This is an optimization exercise on Yosys and OpenROAD, whose aim is small area, not a production implementation. Only simulation tests tie the RTL to the original design; equivalence was not proved. Power is estimated from default activity; no workload was simulated.

==> run a <==
==> flow/design.v <==
module rf_ao3n (
    input  [2:0] sel,
    input  [2:0] d,
    output       y_n
);
    assign y_n = ~|(sel & d);
endmodule
module rf_rd_bit (
    input  [32:1] sel,
    input  [32:1] d,
    output        y
);
    wire [10:0] t_n;
    genvar gk;
    generate
        for (gk = 0; gk < 10; gk = gk + 1) begin : g_t
            rf_ao3n u_t (.sel(sel[3*gk+3:3*gk+1]), .d(d[3*gk+3:3*gk+1]), .y_n(t_n[gk]));
        end
    endgenerate
    assign t_n[10] = ~|(sel[32:31] & d[32:31]);
    assign y = ~&t_n;
endmodule
module sh_mux2i (
    input         s,
    input  [31:0] d1,
    input  [31:0] d0,
    output [31:0] y
);
    assign y = ~(s ? d1 : d0);
endmodule
module riscv_top (
    input           clk,
    input           rst_n,
    input  [31:0]   inst_i,
    output [31:0]   inst_addr_o
);
    localparam [3:0] C_NONE   = 4'b0000;
    localparam [3:0] C_LUI    = 4'b0001;
    localparam [3:0] C_OPIMM  = 4'b1000;
    localparam [3:0] C_JALR   = 4'b1001;
    localparam [3:0] C_OP     = 4'b1100;
    localparam [3:0] C_BRANCH = 4'b1101;
    localparam [3:0] C_AUIPC  = 4'b0010;
    localparam [3:0] C_JAL    = 4'b0011;
    reg  [31:0] pc;          
    reg  [31:7] d_ir;        
    reg  [3:0]  d_cls;
    reg  [31:7] e_ir;        
    reg  [3:0]  e_cls;
    wire        taken;
    wire [31:0] target;
    assign inst_addr_o = pc;
    function [32:0] bk_carry(input [31:0] pp, input [31:0] gg, input cin);
        reg [31:0] G, P;
        integer l, i;
        begin
            G = gg; P = pp;
            G[0] = gg[0] | (pp[0] & cin);
            for (l = 0; l < 5; l = l + 1)
                for (i = 0; i < 32; i = i + 1)
                    if (((i + 1) % (2 << l)) == 0) begin
                        G[i] = G[i] | (P[i] & G[i - (1 << l)]);
                        P[i] = P[i] & P[i - (1 << l)];
                    end
            for (l = 3; l >= 0; l = l - 1)
                for (i = 0; i < 32; i = i + 1)
                    if (((i + 1) % (2 << l)) == (1 << l) && i >= (2 << l)) begin
                        G[i] = G[i] | (P[i] & G[i - (1 << l)]);
                        P[i] = P[i] & P[i - (1 << l)];
                    end
            bk_carry = {G, cin};
        end
    endfunction
    wire [6:0] f_op = inst_i[6:0];
    wire [6:0] f_f7 = inst_i[31:25];
    wire [2:0] f_f3 = inst_i[14:12];
    reg  [3:0] f_cls;
    always @(*) begin
        case (f_op)
            7'b0010011: f_cls = C_OPIMM;
            7'b0110011: f_cls = (f_f3 == 3'b000 && f_f7 != 7'b0000000 &&
                                 f_f7 != 7'b0100000) ? C_NONE : C_OP;
            7'b1100011: f_cls = (f_f3[2:1] == 2'b01) ? C_NONE : C_BRANCH;
            7'b0110111: f_cls = C_LUI;
            7'b0010111: f_cls = C_AUIPC;
            7'b1101111: f_cls = C_JAL;
            7'b1100111: f_cls = C_JALR;
            default:    f_cls = C_NONE;
        endcase
    end
    wire f_b30 = (f_op == 7'b0110011) ? (f_f7 == 7'b0100000) : inst_i[30];
    wire kill = !rst_n || taken;
    always @(posedge clk) begin
        if (!rst_n)     pc <= 32'b0;
        else if (taken) pc <= target;
        else            pc <= pc + 32'd4;
        d_ir  <= {inst_i[31], f_b30, inst_i[29:7]};
        d_cls <= kill ? C_NONE : f_cls;
        e_ir  <= d_ir;
        e_cls <= kill ? C_NONE : d_cls;
    end
    wire [2:0]  f3   = e_ir[14:12];
    wire [4:0]  rs1a = e_ir[19:15];
    wire [4:0]  rs2a = e_ir[24:20];
    wire [4:0]  rda  = e_ir[11:7];
    wire        b30  = e_ir[30];
    wire use_rs1   = e_cls[3];
    wire use_rs2   = e_cls[2];
    wire use_pc    = e_cls[1];
    wire cx        = e_cls[0];
    wire is_branch = use_rs2 && cx;
    wire is_op     = use_rs2 && !cx;
    wire is_alu    = use_rs1 && !cx;
    wire is_jalr   = use_rs1 && !use_rs2 && cx;
    wire is_jal    = use_pc && cx;
    wire is_jump   = is_jal || is_jalr;
    wire is_upper  = (!use_rs1 && cx && !use_pc) || (use_pc && !cx);   
    wire we        = (use_rs1 && !use_rs2) || is_op || use_pc || (cx && !use_rs1);
    wire [31:0] pc_ex = pc - 32'd8;
    wire [31:0] imm_i = {{20{e_ir[31]}}, e_ir[31:20]};
    wire [31:0] imm_b = {{20{e_ir[31]}}, e_ir[7], e_ir[30:25], e_ir[11:8], 1'b0};
    wire [31:0] imm_j = {{12{e_ir[31]}}, e_ir[19:12], e_ir[20], e_ir[30:21], 1'b0};
    wire [31:0] imm_u = {e_ir[31:12], 12'b0};
    wire [31:0] imm   = use_rs1 ? imm_i : (is_upper ? imm_u : imm_j);
    reg  [31:0] rf [1:31];
    wire [31:0] wd;
    wire [31:0] wdr = rst_n ? wd : 32'b0;
    integer k;
    always @(posedge clk) begin
        for (k = 1; k < 32; k = k + 1) begin
            if (!rst_n || (we && rda == k))
                rf[k] <= wdr;
        end
    end
    reg  [32:1] sel1, sel2;
    always @(*) begin
        for (k = 1; k < 32; k = k + 1) begin
            sel1[k] = use_rs1 && (rs1a == k);
            sel2[k] = use_rs2 && (rs2a == k);
        end
        sel1[32] = use_pc;
        sel2[32] = !use_rs2;
    end
    wire [31:0] a, b;
    genvar gi, gj;
    generate
        for (gi = 0; gi < 32; gi = gi + 1) begin : g_rd
            wire [31:1] col;
            for (gj = 1; gj < 32; gj = gj + 1) begin : g_col
                assign col[gj] = rf[gj][gi];
            end
            rf_rd_bit u_rd1 (.sel(sel1), .d({pc_ex[gi], col}), .y(a[gi]));
            rf_rd_bit u_rd2 (.sel(sel2), .d({imm[gi],   col}), .y(b[gi]));
        end
    endgenerate
    wire        sub = is_branch || (is_alu && f3[2:1] == 2'b01) ||
                      (is_op && f3 == 3'b000 && b30);
    wire [31:0] bx  = b ^ {32{sub}};
    wire [31:0] p   = a ^ bx;
    wire [31:0] g   = a & bx;
    wire [32:0] c   = bk_carry(p, g, sub);
    wire [31:0] sum = p ^ c[31:0];
    wire        eq  = &p;                
    wire        ltu = !c[32];
    wire        lt  = p[31] ? sum[31] : a[31];
    wire        left   = (f3 == 3'b001);
    wire [4:0]  sham   = b[4:0];
    wire        fill   = !left && b30 && a[31];
    wire        fill_n = !fill;
    reg  [31:0] a_rev, sl;
    always @(*) begin
        for (k = 0; k < 32; k = k + 1) a_rev[k] = a[31-k];
    end
    wire [31:0] st0_n, st1, st2_n, st3, st4_n, sr;
    sh_mux2i u_st0 (.s(left),    .d1(a_rev),                        .d0(a),     .y(st0_n));
    sh_mux2i u_st1 (.s(sham[4]), .d1({{16{fill_n}}, st0_n[31:16]}), .d0(st0_n), .y(st1));
    sh_mux2i u_st2 (.s(sham[3]), .d1({{8{fill}},    st1[31:8]}),    .d0(st1),   .y(st2_n));
    sh_mux2i u_st3 (.s(sham[2]), .d1({{4{fill_n}},  st2_n[31:4]}),  .d0(st2_n), .y(st3));
    sh_mux2i u_st4 (.s(sham[1]), .d1({{2{fill}},    st3[31:2]}),    .d0(st3),   .y(st4_n));
    sh_mux2i u_st5 (.s(sham[0]), .d1({fill_n,       st4_n[31:1]}),  .d0(st4_n), .y(sr));
    always @(*) begin
        for (k = 0; k < 32; k = k + 1) sl[k] = sr[31-k];
    end
    wire [31:0] i2   = is_branch ? imm_b : 32'd4;
    wire [32:0] c2   = bk_carry(pc_ex ^ i2, pc_ex & i2, 1'b0);
    wire [31:0] sum2 = pc_ex ^ i2 ^ c2[31:0];
    wire s_sum  = (is_alu && f3 == 3'b000) || is_upper;
    wire s_sl   = is_alu && f3 == 3'b001;
    wire s_lt   = is_alu && f3 == 3'b010;
    wire s_ltu  = is_alu && f3 == 3'b011;
    wire s_sr   = is_alu && f3 == 3'b101;
    wire s_p    = is_alu && (f3 == 3'b100 || f3 == 3'b110);
    wire s_g    = is_alu && (f3 == 3'b110 || f3 == 3'b111);
    assign wd = ({32{s_sum}} & sum) | ({32{s_sl}} & sl) | ({32{s_sr}} & sr) |
                ({32{s_p}} & p) | ({32{s_g}} & g) | ({32{is_jump}} & sum2) |
                {31'b0, (s_lt && lt) || (s_ltu && ltu)};
    wire cond = (f3[2] ? (f3[1] ? ltu : lt) : eq) ^ f3[0];
    assign taken  = is_jump || (is_branch && cond);
    assign target = is_branch ? sum2 : sum;
endmodule
==> flow/run.sh <==
#!/bin/bash
# synth_recipe.tcl (not shown) runs the flow's synth.tcl, then flattens the netlist and writes it again
# the make line also repeats each setting of config.mk as NAME=value (left out here)
make -C /OpenROAD-flow-scripts/flow DESIGN_CONFIG=/design/flow/config.mk WORK_HOME=/design/flow/orfs CLKGATE_MAP_FILE= SYNTH_SCRIPT=/design/flow/synth_recipe.tcl finish
==> flow/config.mk <==
export PLATFORM = sky130hd
export DESIGN_NAME = riscv_top
export DESIGN_NICKNAME = riscv_top
export VERILOG_FILES = /design/flow/design.v
export SDC_FILE = /design/flow/constraint.sdc
export NUM_CORES = 4
export LEC_CHECK = 0
export CAP_MARGIN = 30
export CORE_MARGIN = 2
export CORE_UTILIZATION = 40
export CTS_CLUSTER_DIAMETER = 120
export CTS_CLUSTER_SIZE = 25
export SLEW_MARGIN = 30
export SYNTH_HIERARCHICAL = 1
==> flow/constraint.sdc <==
create_clock -name core_clock -period 8.0 [get_ports {clk}]
set_input_delay 1.6000 -clock core_clock [delete_from_list [all_inputs] [get_ports {clk}]]
set_output_delay 1.6000 -clock core_clock [all_outputs]
set_load 0.01 [all_outputs]
==> run b: changes against run a <==
==> flow/design.v (replaced) <==
module rf_rd_bit (
    input  [32:1] sel,
    input  [32:1] d,
    output        y
);
    assign y = |(sel & d);
endmodule
module riscv_top (
    input           clk,
    input           rst_n,
    input  [31:0]   inst_i,
    output [31:0]   inst_addr_o
);
    localparam [2:0] C_NONE   = 3'b000;
    localparam [2:0] C_BRANCH = 3'b001;
    localparam [2:0] C_OPIMM  = 3'b010;
    localparam [2:0] C_OP     = 3'b011;
    localparam [2:0] C_LUI    = 3'b100;
    localparam [2:0] C_AUIPC  = 3'b101;
    localparam [2:0] C_JAL    = 3'b110;
    localparam [2:0] C_JALR   = 3'b111;
    reg  [31:0] pc;          
    reg  [31:7] d_ir;        
    reg  [6:0]  d_op;
    reg         d_v;         
    reg  [31:7] e_ir;        
    reg  [2:0]  e_cls;
    wire        taken;
    wire [31:0] target;
    assign inst_addr_o = pc;
    function [32:0] bk_carry(input [31:0] pp, input [31:0] gg, input cin);
        reg [31:0] G, P;
        integer l, i;
        begin
            G = gg; P = pp;
            G[0] = gg[0] | (pp[0] & cin);
            for (l = 0; l < 5; l = l + 1)
                for (i = 0; i < 32; i = i + 1)
                    if (((i + 1) % (2 << l)) == 0) begin
                        G[i] = G[i] | (P[i] & G[i - (1 << l)]);
                        P[i] = P[i] & P[i - (1 << l)];
                    end
            for (l = 3; l >= 0; l = l - 1)
                for (i = 0; i < 32; i = i + 1)
                    if (((i + 1) % (2 << l)) == (1 << l) && i >= (2 << l)) begin
                        G[i] = G[i] | (P[i] & G[i - (1 << l)]);
                        P[i] = P[i] & P[i - (1 << l)];
                    end
            bk_carry = {G, cin};
        end
    endfunction
    reg  [2:0]  d_cls;
    always @(*) begin
        case (d_op)
            7'b0010011: d_cls = C_OPIMM;
            7'b0110011: d_cls = (d_ir[14:12] == 3'b000 && d_ir[31:25] != 7'b0000000 &&
                                 d_ir[31:25] != 7'b0100000) ? C_NONE : C_OP;
            7'b1100011: d_cls = (d_ir[14:13] == 2'b01) ? C_NONE : C_BRANCH;
            7'b0110111: d_cls = C_LUI;
            7'b0010111: d_cls = C_AUIPC;
            7'b1101111: d_cls = C_JAL;
            7'b1100111: d_cls = C_JALR;
            default:    d_cls = C_NONE;
        endcase
    end
    wire d_b30 = (d_op == 7'b0110011) ? (d_ir[31:25] == 7'b0100000) : d_ir[30];
    wire kill = !rst_n || taken;
    always @(posedge clk) begin
        if (!rst_n)     pc <= 32'b0;
        else if (taken) pc <= target;
        else            pc <= pc + 32'd4;
        d_ir  <= inst_i[31:7];
        d_op  <= inst_i[6:0];
        d_v   <= !kill;
        e_ir  <= {d_ir[31], d_b30, d_ir[29:7]};
        e_cls <= (kill || !d_v) ? C_NONE : d_cls;
    end
    wire [2:0]  f3   = e_ir[14:12];
    wire [4:0]  rs1a = e_ir[19:15];
    wire [4:0]  rs2a = e_ir[24:20];
    wire [4:0]  rda  = e_ir[11:7];
    wire        b30  = e_ir[30];
    wire is_branch = (e_cls == C_BRANCH);
    wire is_op     = (e_cls == C_OP);
    wire is_alu    = (e_cls == C_OPIMM) || is_op;
    wire is_lui    = (e_cls == C_LUI);
    wire is_auipc  = (e_cls == C_AUIPC);
    wire is_jal    = (e_cls == C_JAL);
    wire is_jalr   = (e_cls == C_JALR);
    wire we        = e_cls[2] | e_cls[1];
    wire use_rs1   = is_alu || is_branch || is_jalr;
    wire use_rs2   = is_op || is_branch;
    wire use_pc    = is_auipc || is_jal;
    wire [31:0] pc_ex = pc - 32'd8;
    wire [31:0] imm_i = {{20{e_ir[31]}}, e_ir[31:20]};
    wire [31:0] imm_b = {{20{e_ir[31]}}, e_ir[7], e_ir[30:25], e_ir[11:8], 1'b0};
    wire [31:0] imm_j = {{12{e_ir[31]}}, e_ir[19:12], e_ir[20], e_ir[30:21], 1'b0};
    wire [31:0] imm_u = {e_ir[31:12], 12'b0};
    wire [31:0] imm   = e_cls[2] ? (e_cls[1] ? (e_cls[0] ? imm_i : imm_j) : imm_u) : imm_i;
    reg  [31:0] rf [1:31];
    wire [31:0] wd;
    wire [31:0] wdr = rst_n ? wd : 32'b0;
    integer k;
    always @(posedge clk) begin
        for (k = 1; k < 32; k = k + 1) begin
            if (!rst_n || (we && rda == k))
                rf[k] <= wdr;
        end
    end
    reg  [32:1] sel1, sel2;
    always @(*) begin
        for (k = 1; k < 32; k = k + 1) begin
            sel1[k] = use_rs1 && (rs1a == k);
            sel2[k] = use_rs2 && (rs2a == k);
        end
        sel1[32] = use_pc;
        sel2[32] = !use_rs2;
    end
    wire [31:0] a, b;
    genvar gi, gj;
    generate
        for (gi = 0; gi < 32; gi = gi + 1) begin : g_rd
            wire [31:1] col;
            for (gj = 1; gj < 32; gj = gj + 1) begin : g_col
                assign col[gj] = rf[gj][gi];
            end
            rf_rd_bit u_rd1 (.sel(sel1), .d({pc_ex[gi], col}), .y(a[gi]));
            rf_rd_bit u_rd2 (.sel(sel2), .d({imm[gi],   col}), .y(b[gi]));
        end
    endgenerate
    wire        sub = is_branch || (is_alu && f3[2:1] == 2'b01) ||
                      (is_op && f3 == 3'b000 && b30);
    wire [31:0] bx  = b ^ {32{sub}};
    wire [31:0] p   = a ^ bx;
    wire [31:0] g   = a & bx;
    wire [32:0] c   = bk_carry(p, g, sub);
    wire [31:0] sum = p ^ c[31:0];
    wire        eq  = &p;                
    wire        ltu = !c[32];
    wire        lt  = p[31] ? sum[31] : a[31];
    wire        left = (f3 == 3'b001);
    wire [4:0]  sham = b[4:0];
    reg  [31:0] a_rev, sl;
    always @(*) begin
        for (k = 0; k < 32; k = k + 1) a_rev[k] = a[31-k];
    end
    wire [31:0] sh_in = left ? a_rev : a;
    wire        fill  = !left && b30 && a[31];
    wire [63:0] sh_w  = {{32{fill}}, sh_in} >> sham;
    wire [31:0] sr    = sh_w[31:0];
    always @(*) begin
        for (k = 0; k < 32; k = k + 1) sl[k] = sr[31-k];
    end
    wire [31:0] i2   = is_branch ? imm_b : 32'd4;
    wire [32:0] c2   = bk_carry(pc_ex ^ i2, pc_ex & i2, 1'b0);
    wire [31:0] sum2 = pc_ex ^ i2 ^ c2[31:0];
    wire s_sum  = (is_alu && f3 == 3'b000) || is_lui || is_auipc;
    wire s_sl   = is_alu && f3 == 3'b001;
    wire s_lt   = is_alu && f3 == 3'b010;
    wire s_ltu  = is_alu && f3 == 3'b011;
    wire s_sr   = is_alu && f3 == 3'b101;
    wire s_p    = is_alu && (f3 == 3'b100 || f3 == 3'b110);
    wire s_g    = is_alu && (f3 == 3'b110 || f3 == 3'b111);
    wire s_link = is_jal || is_jalr;
    assign wd = ({32{s_sum}} & sum) | ({32{s_sl}} & sl) | ({32{s_sr}} & sr) |
                ({32{s_p}} & p) | ({32{s_g}} & g) | ({32{s_link}} & sum2) |
                {31'b0, (s_lt && lt) || (s_ltu && ltu)};
    wire cond = (f3[2] ? (f3[1] ? ltu : lt) : eq) ^ f3[0];
    assign taken  = is_jal || is_jalr || (is_branch && cond);
    assign target = is_branch ? sum2 : sum;
endmodule
--- a/flow/config.mk
+++ b/flow/config.mk
@@ -9,6 +9,4 @@
 export CORE_MARGIN = 2
 export CORE_UTILIZATION = 40
-export CTS_CLUSTER_DIAMETER = 120
-export CTS_CLUSTER_SIZE = 25
 export SLEW_MARGIN = 30
 export SYNTH_HIERARCHICAL = 1
==> comparison <==
Count of clock-buffer cells in the layout: run b is higher than run a (59). Between run a and run b, the lower routed wire length is in run a (gap about 15%, measured against run b). Clock power: run a is lower than run b (about 44%). Synthesized cell count: run b is larger than run a (about 12%). Between run a and run b, the lower sequential share of layout area is in run b (gap 4.1 points). Between run a and run b, the lower design area is in run a (gap 7.4%, measured against run b). Against run a, the global-route usage of run b is higher by 4.1 points.

==> afterwards: timing with drivers on the ports <==
How much do the figures lean on ideal ports? The routed layouts below were timed once more, with nothing changed but the port constraints.
Step 1: set_driving_cell puts a clkbuf_16 on clk and a buf_2 on each other input, an assumption about the parent block.
Step 2 also shifts input and output timing later by t, the mid clock arrival at the registers, as if the neighbouring blocks saw the same clock.
Three values: ideal ports, drivers, drivers and shift; two values: the first two.
| run | t (ns) | setup slack, ns | hold slack, ns | worst register clock-pin slew, ns |
|---|---|---|---|---|
| run a | 0.749 | 0.421 / 0.421 / 0.421 | 0.326 / 0.326 / 0.326 | 0.11 / 0.11 |
| run b | 0.832 | 0.214 / 0.214 / 0.214 | 0.323 / 0.323 / 0.323 | 0.07 / 0.07 |
After both steps setup and hold are still met in every run listed.
